Source: an optimization exercise on an open RTL-to-GDS flow (aim: small area). Production flows keep margins and buffers that such runs may drop.
The RTL was checked by simulation tests, not by an equivalence proof against the original design.

run Y:
==> flow/design.v <==
module VM ( i_product,
            i_money,
            i_buy,
            i_clk,
            i_rst_n,
            o_product,
            o_change,
            o_busy,
            o_no_change,
            o_strobe,
            o_need_more_money,
            o_future_change,
            o_empty);
input          i_clk, i_rst_n;
input   [3:0]  i_product;
input   [15:0] i_money;
input          i_buy;
output     [3:0]  o_product;
output reg [20:0] o_change;
output     [20:0] o_future_change;
output            o_busy;
output            o_no_change;
output            o_strobe;
output            o_need_more_money;
output            o_empty;
localparam PRICE = 100;
localparam S_START  = 3'b000;
localparam S_NOCH   = 3'b001;
localparam S_EMPTY  = 3'b010;
localparam S_CHOOSE = 3'b100;
localparam S_WAIT   = 3'b101;
localparam S_CALC   = 3'b110;
localparam S_PAY    = 3'b111;
reg [2:0] state, next_state;
reg [3:0] sold [1:10];
reg [4:0] cnt [0:14];
reg [20:0] money;
reg [20:0] future_change;
reg [3:0]  code_product;
reg [3:0]  chg;                
function [15:0] denom;
  input integer k;
  case (k)
    0:  denom = 16'd50000;
    1:  denom = 16'd20000;
    2:  denom = 16'd10000;
    3:  denom = 16'd5000;
    4:  denom = 16'd2000;
    5:  denom = 16'd1000;
    6:  denom = 16'd500;
    7:  denom = 16'd200;
    8:  denom = 16'd100;
    9:  denom = 16'd50;
    10: denom = 16'd25;
    11: denom = 16'd10;
    12: denom = 16'd5;
    13: denom = 16'd2;
    default: denom = 16'd1;
  endcase
endfunction
wire st_choose = (state == S_CHOOSE);
wire st_wait   = (state == S_WAIT);
wire st_calc   = (state == S_CALC);
wire st_pay    = (state == S_PAY);
wire st_start  = (state == S_START);
reg [10:1] soldout;
reg        empty;
integer i;
always @* begin
  empty = 1'b1;
  for (i = 1; i <= 10; i = i + 1) begin
    soldout[i] = sold[i][3] & sold[i][1];    
    empty = empty & soldout[i];
  end
end
reg [10:1] sel_prod;
reg        prod_ok;
always @* begin
  prod_ok = 1'b0;
  for (i = 1; i <= 10; i = i + 1) begin
    sel_prod[i] = (i_product == i);
    prod_ok = prod_ok | (sel_prod[i] & ~soldout[i]);
  end
end
reg [14:0] avail, grant;
reg [15:0] dsel;
reg [3:0]  gidx;
reg        seen;
always @* begin
  seen = 1'b0;
  dsel = 16'd0;
  gidx = 4'd0;
  for (i = 0; i < 15; i = i + 1) begin
    avail[i] = (money >= denom(i)) && (cnt[i] != 5'd22);
    grant[i] = avail[i] & ~seen;
    seen = seen | avail[i];
    if (grant[i]) begin
      dsel = dsel | denom(i);
      gidx = gidx | (i + 1);
    end
  end
end
wire [15:0] d_eff = st_pay ? dsel : st_calc ? PRICE[15:0] : 16'd0;
wire [20:0] op    = st_wait ? {5'd0, i_money} : ~{5'd0, d_eff};
wire [20:0] next_money = money + op + {20'd0, ~st_wait};
wire enough    = (next_money >= PRICE);
wire paid_off  = (next_money == 21'd0);
wire one_empty = (cnt[14] == 5'd22);
assign o_busy            = state[2];
assign o_need_more_money = st_wait & ~enough;
assign o_strobe          = (st_pay & paid_off) | (state == S_NOCH);
assign o_no_change       = (state == S_NOCH);
assign o_empty           = (state == S_EMPTY);
assign o_product         = code_product;
assign o_future_change   = future_change;
always @* begin
  o_change = 21'd0;
  for (i = 0; i < 15; i = i + 1)
    if (chg == i + 1) o_change = {5'd0, denom(i)};
end
always @* begin
  next_state = state;
  case (state)
    S_START:  if (empty) next_state = S_EMPTY;
              else if (i_buy) next_state = S_CHOOSE;
    S_CHOOSE: if (prod_ok) next_state = S_WAIT;
    S_WAIT:   if (enough) next_state = S_CALC;
    S_CALC:   next_state = S_PAY;
    S_PAY:    if (paid_off) next_state = S_START;
              else if (one_empty) next_state = S_NOCH;
    S_NOCH:   next_state = S_START;
    default:  ;
  endcase
end
always @(posedge i_clk or negedge i_rst_n) begin
  if (!i_rst_n) begin
    state         <= S_START;
    money         <= 21'd0;
    future_change <= 21'd0;
    code_product  <= 4'd0;
    chg           <= 4'd0;
  end else begin
    state <= next_state;
    money <= next_money;
    if (st_calc) future_change <= next_money;
    if (st_choose) code_product <= i_product;
    chg <= st_pay ? gidx : 4'd0;
  end
end
genvar g;
generate
  for (g = 1; g <= 10; g = g + 1) begin : g_prod
    wire [3:0] tp = {4{st_choose & sel_prod[g] & ~soldout[g]}};
    always @(posedge i_clk or negedge i_rst_n)
      if (!i_rst_n) sold[g] <= 4'd0;
      else sold[g] <= sold[g] ^ (tp & {&sold[g][2:0], &sold[g][1:0], sold[g][0], 1'b1});
  end
  for (g = 0; g < 15; g = g + 1) begin : g_cnt
    wire inc = st_wait & (i_money == denom(g));
    wire dec = st_pay & grant[g];
    wire [4:0] c = cnt[g];
    wire [4:0] t = {5{inc}} & {&c[3:0], &c[2:0], &c[1:0], c[0], 1'b1}
                 | {5{dec}} & {~|c[3:0], ~|c[2:0], ~|c[1:0], ~c[0], 1'b1};
    always @(posedge i_clk or negedge i_rst_n)
      if (!i_rst_n) cnt[g] <= 5'd0;
      else cnt[g] <= cnt[g] ^ t;
  end
endgenerate
endmodule
make LEC_CHECK=0 CAP_MARGIN=20 CORE_MARGIN=2 CORE_UTILIZATION=40 SLEW_MARGIN=20 finish   # period 12.0 ns
run.sh (not shown) runs the stock make flow with config.mk's settings and CLKGATE_MAP_FILE= SYNTH_SCRIPT=/design/flow/synth_recipe.tcl, a recipe that flattens the netlist after the stock synthesis.
Modified inputs, run A compared to run Y
--- a/flow/design.v
+++ b/flow/design.v
@@ -57,16 +57,27 @@
     13: denom = 16'd2;
     default: denom = 16'd1;
   endcase
 endfunction
+function ge_c;
+  input [20:0] x;
+  input [20:0] k;
+  integer j;
+  reg r;
+  begin
+    r = 1'b1;
+    for (j = 0; j < 21; j = j + 1)
+      r = k[j] ? (x[j] & r) : (x[j] | r);
+    ge_c = r;
+  end
+endfunction
 wire st_choose = (state == S_CHOOSE);
 wire st_wait   = (state == S_WAIT);
 wire st_calc   = (state == S_CALC);
 wire st_pay    = (state == S_PAY);
-wire st_start  = (state == S_START);
+integer i;
 reg [10:1] soldout;
 reg        empty;
-integer i;
 always @* begin
   empty = 1'b1;
   for (i = 1; i <= 10; i = i + 1) begin
     soldout[i] = sold[i][3] & sold[i][1];    
@@ -81,32 +92,44 @@
     sel_prod[i] = (i_product == i);
     prod_ok = prod_ok | (sel_prod[i] & ~soldout[i]);
   end
 end
-reg [14:0] avail, grant;
+reg [14:0] avail, grant, nz, hit, upd;
 reg [15:0] dsel;
 reg [3:0]  gidx;
 reg        seen;
 always @* begin
   seen = 1'b0;
   dsel = 16'd0;
   gidx = 4'd0;
   for (i = 0; i < 15; i = i + 1) begin
-    avail[i] = (money >= denom(i)) && (cnt[i] != 5'd22);
+    nz[i]    = (cnt[i] != 5'd22);
+    hit[i]   = (i_money == denom(i));
+    avail[i] = ge_c(money, {5'd0, denom(i)}) & nz[i];
     grant[i] = avail[i] & ~seen;
     seen = seen | avail[i];
     if (grant[i]) begin
       dsel = dsel | denom(i);
       gidx = gidx | (i + 1);
     end
+    upd[i] = st_wait ? hit[i] : (st_pay & grant[i]);
   end
 end
 wire [15:0] d_eff = st_pay ? dsel : st_calc ? PRICE[15:0] : 16'd0;
 wire [20:0] op    = st_wait ? {5'd0, i_money} : ~{5'd0, d_eff};
-wire [20:0] next_money = money + op + {20'd0, ~st_wait};
-wire enough    = (next_money >= PRICE);
-wire paid_off  = (next_money == 21'd0);
-wire one_empty = (cnt[14] == 5'd22);
+wire [21:0] cy;
+wire [20:0] next_money;
+assign cy[0] = ~st_wait;
+genvar g;
+generate
+  for (g = 0; g < 21; g = g + 1) begin : g_add
+    assign next_money[g] = money[g] ^ op[g] ^ cy[g];
+    assign cy[g+1] = (money[g] & op[g]) | (cy[g] & (money[g] ^ op[g]));
+  end
+endgenerate
+wire enough    = ge_c(next_money, PRICE);
+wire paid_off  = ~|next_money;
+wire one_empty = ~nz[14];
 assign o_busy            = state[2];
 assign o_need_more_money = st_wait & ~enough;
 assign o_strobe          = (st_pay & paid_off) | (state == S_NOCH);
 assign o_no_change       = (state == S_NOCH);
@@ -146,24 +169,19 @@
     if (st_choose) code_product <= i_product;
     chg <= st_pay ? gidx : 4'd0;
   end
 end
-genvar g;
 generate
   for (g = 1; g <= 10; g = g + 1) begin : g_prod
-    wire [3:0] tp = {4{st_choose & sel_prod[g] & ~soldout[g]}};
+    wire tp = st_choose & sel_prod[g] & ~soldout[g];
     always @(posedge i_clk or negedge i_rst_n)
       if (!i_rst_n) sold[g] <= 4'd0;
-      else sold[g] <= sold[g] ^ (tp & {&sold[g][2:0], &sold[g][1:0], sold[g][0], 1'b1});
+      else sold[g] <= sold[g] ^ ({4{tp}} & {&sold[g][2:0], &sold[g][1:0], sold[g][0], 1'b1});
   end
   for (g = 0; g < 15; g = g + 1) begin : g_cnt
-    wire inc = st_wait & (i_money == denom(g));
-    wire dec = st_pay & grant[g];
-    wire [4:0] c = cnt[g];
-    wire [4:0] t = {5{inc}} & {&c[3:0], &c[2:0], &c[1:0], c[0], 1'b1}
-                 | {5{dec}} & {~|c[3:0], ~|c[2:0], ~|c[1:0], ~c[0], 1'b1};
+    wire [4:0] px = cnt[g] ^ {5{~st_wait}};
     always @(posedge i_clk or negedge i_rst_n)
       if (!i_rst_n) cnt[g] <= 5'd0;
-      else cnt[g] <= cnt[g] ^ t;
+      else cnt[g] <= cnt[g] ^ ({5{upd[g]}} & {&px[3:0], &px[2:0], &px[1:0], px[0], 1'b1});
   end
 endgenerate
 endmodule
Notes after the runs:
Run A finished every stage; the final checks, however, were not passed, the failures being negative setup slack.
Changes observed in run A relative to run Y: fmax lower; compound-cell area share of the yosys netlist went down by 1.2 points; sequential share of layout area -3.9 points; critical path depth went up 7; distinct cell type count after synthesis fell by about 16%.
Run A vs run Y, total global routing track utilization went up by 1.7 points.
Going from run Y to run A, storage element area barely changed; initial cell density of the core climbed 0.38 points; ratio of final minimum period to clock period climbed 31 points; routability congestion estimate from global placement climbed 3.9%; placement-stage worst setup slack dropped 4.86 ns.
Setup WNS run Y -> run A: worse

## afterwards: timing with drivers on the ports
No port has a modelled driver above. Below, the same layouts with a new extraction and two added sets of constraints. Step 1 (the two cells are an assumption about what drives the block):
set clk [get_ports {i_clk}]
set_driving_cell -lib_cell sky130_fd_sc_hd__clkbuf_16 $clk
set_driving_cell -lib_cell sky130_fd_sc_hd__buf_2 [delete_from_list [all_inputs] $clk]
Step 2 moves the port delays by t, midway between the first and last clock arrival at a register: inputs arrive t later, outputs are due t later. That takes back most of the time a late clock gives input paths. Three values: ideal, step 1, step 2; two values: the first two.
run	shift t [ns]	setup slack, ns	latest minus earliest clock arrival (ns)
run Y	0.485	2.398 / 2.349 / 2.410	0.017 / 0.017
run A	0.484	-1.342 / -1.393 / -1.393	0.013 / 0.012
For run A, which loses most, drivers alone change the setup slack by -0.051 ns; drivers and shift together by -0.051 ns.
